What follows belongs to an exercise in optimizing a design on an open flow for small area, a short achievable clock period and few clock cycles; a production flow would make more cautious choices. Only simulation tests tie the RTL to the original design; equivalence was not proved. Power figures rest on the tool's default switching activity, not on a simulated workload.

// zmc_alu
module zmc_alu (
	input  [15:0] a_in,
	input  [15:0] b_in,
	input  [7:0]  op_in,
	input         z_flag_in,
	input         s_flag_in,
	input         c_flag_in,
	input         ovr_flag_in,
	input         clk,
	input         a_reset_l,
	output reg [15:0] c_out,
	output reg    z_flag_out,
	output reg    s_flag_out,
	output reg    c_flag_out,
	output reg    ovr_flag_out,
	output        valid_out
);
For scale: about 1400 cells after synthesis, ~38 flip-flops, ~67 I/O pins.
==> flow/config.mk <==
export PLATFORM = sky130hd
export DESIGN_NAME = zmc_alu
export DESIGN_NICKNAME = zmc_alu
export VERILOG_FILES = /design/flow/design.v
export SDC_FILE = /design/flow/constraint.sdc
export NUM_CORES = 4
export LEC_CHECK = 0
export ABC_CLOCK_PERIOD_IN_PS = 8000
export CAP_MARGIN = 20
export CORE_MARGIN = 2
export CORE_UTILIZATION = 40
export SETUP_SLACK_MARGIN = 5
export SLEW_MARGIN = 20
==> flow/constraint.sdc <==
create_clock -name core_clock -period 16.0 [get_ports {clk}]
set_input_delay 3.2000 -clock core_clock [delete_from_list [all_inputs] [get_ports {clk}]]
set_output_delay 3.2000 -clock core_clock [all_outputs]
set_load 0.01 [all_outputs]
standard.sh (not shown) runs the stock make flow with config.mk's settings and CLKGATE_MAP_FILE= SYNTH_SCRIPT=/design/flow/synth_recipe.tcl, a recipe that flattens the netlist after the stock synthesis.
==> flow/flow/run.sh <==
#!/bin/bash
# Layout flow: the standard flow (standard.sh) with one change: the port
# buffers that global placement inserts on every input and output are
# sky130_fd_sc_hd__buf_2 instead of the cell the resizer picks by default.
# The output of the whole run goes to standard.log in this folder; ORFS keeps
# each step's log under orfs/logs.
set -e
export BUFFER_PORTS_ARGS="-buffer_cell sky130_fd_sc_hd__buf_2"
bash standard.sh > standard.log 2>&1
Testbench counts at the start, summed over its fixed seeds: cycles 5,871.
==> next run, changes <==
Settings changed: ABC_CLOCK_PERIOD_IN_PS 8000 to 5000.
Effect: The changed run went through all stages and came out clean; combinational power hardly moves; routed wire length stays the same; sequential share of layout area does not change; final cell count is unchanged; clock-buffer cell count is unchanged; design area stays the same; worst setup slack is unchanged; total power is unchanged; hold slack is unchanged; global-route usage is unchanged.

zmc_alu, a different RTL version from the one above (not shown whole).
Size in the first run: roughly 1500 cells after synthesis, about 67 I/O pins.
export LEC_CHECK = 0
export ABC_AREA = 1
export ABC_CLOCK_PERIOD_IN_PS = 8000
export CAP_MARGIN = 20
export CORE_MARGIN = 2
export CORE_UTILIZATION = 40
export SETUP_SLACK_MARGIN = 5
export SLEW_MARGIN = 20
create_clock -name core_clock -period 16.0 [get_ports {clk}]
==> flow/flow/run.sh <==
#!/bin/bash
# Layout flow: the standard flow (standard.sh) with two changes: the port
# buffers that global placement inserts on every input and output are
# sky130_fd_sc_hd__buf_2 instead of the cell the resizer picks by default, and
# timing repair aims at 5 ns of setup slack instead of config.mk's 5.
# The output of the whole run goes to standard.log in this folder; ORFS keeps
# each step's log under orfs/logs.
set -e
export BUFFER_PORTS_ARGS="-buffer_cell sky130_fd_sc_hd__buf_2"
sed 's/SETUP_SLACK_MARGIN=[0-9.]*/SETUP_SLACK_MARGIN=5/' standard.sh > standard_margin.sh
bash standard_margin.sh > standard.log 2>&1
Testbench counts at the start, summed over its fixed seeds: cycles 5,871.
Change:
--- a/flow/flow/run.sh
+++ b/flow/flow/run.sh
@@ -5 +5 @@
-# timing repair aims at 5 ns of setup slack instead of config.mk's 5.
+# timing repair aims at 5.5 ns of setup slack instead of config.mk's 5.
@@ -10 +10 @@
-sed 's/SETUP_SLACK_MARGIN=[0-9.]*/SETUP_SLACK_MARGIN=5/' standard.sh > standard_margin.sh
+sed 's/SETUP_SLACK_MARGIN=[0-9.]*/SETUP_SLACK_MARGIN=5.5/' standard.sh > standard_margin.sh
Outcome:
- The changed run passed the timing, design-rule and antenna checks
- clock skew is about the same
- critical path depth came out higher by 10
- power came out higher by a few percent
- synthesized cell count does not change
- global-route usage came out higher by 0.79 points
- sequential cell count stays the same
- final cell count came out higher slightly
- via count came out higher by a few percent
- hold slack barely changes

==> re-timing with driven ports <==
No port has a modelled driver above. Below, the same layouts with a new extraction and two added sets of constraints.
Step 1 sets driving cells, clkbuf_16 on the clock port and buf_2 on the other inputs (assumed; they add their load-dependent delay and slew).
Step 2 times the ports against the registers' clock, not the clock port: input delays grow and output delays shrink by t, the midpoint of the rising clock arrivals with the driver on.
Slacks: no drivers / after step 1 / after step 2; pairs: no drivers / after step 1.
run | shift t [ns] | setup WS [ns] | slew at the worst register clock pin (ns) | worst data-port slew with drivers (ns) | cell pins on the clock port's net
the first run of note 1 | 0.330 | 5.078 / 5.026 / 5.026 | 0.07 / 0.07 | 0.09 | 1
the second run of note 1 | 0.330 | 5.078 / 5.026 / 5.026 | 0.07 / 0.07 | 0.09 | 1
the first run of note 2 | 0.329 | 5.256 / 5.235 / 5.235 | 0.07 / 0.07 | 0.04 | 1
the second run of note 2 | 0.332 | 5.617 / 5.598 / 5.598 | 0.07 / 0.07 | 0.04 | 1
After both steps setup and hold are still met in every run listed.
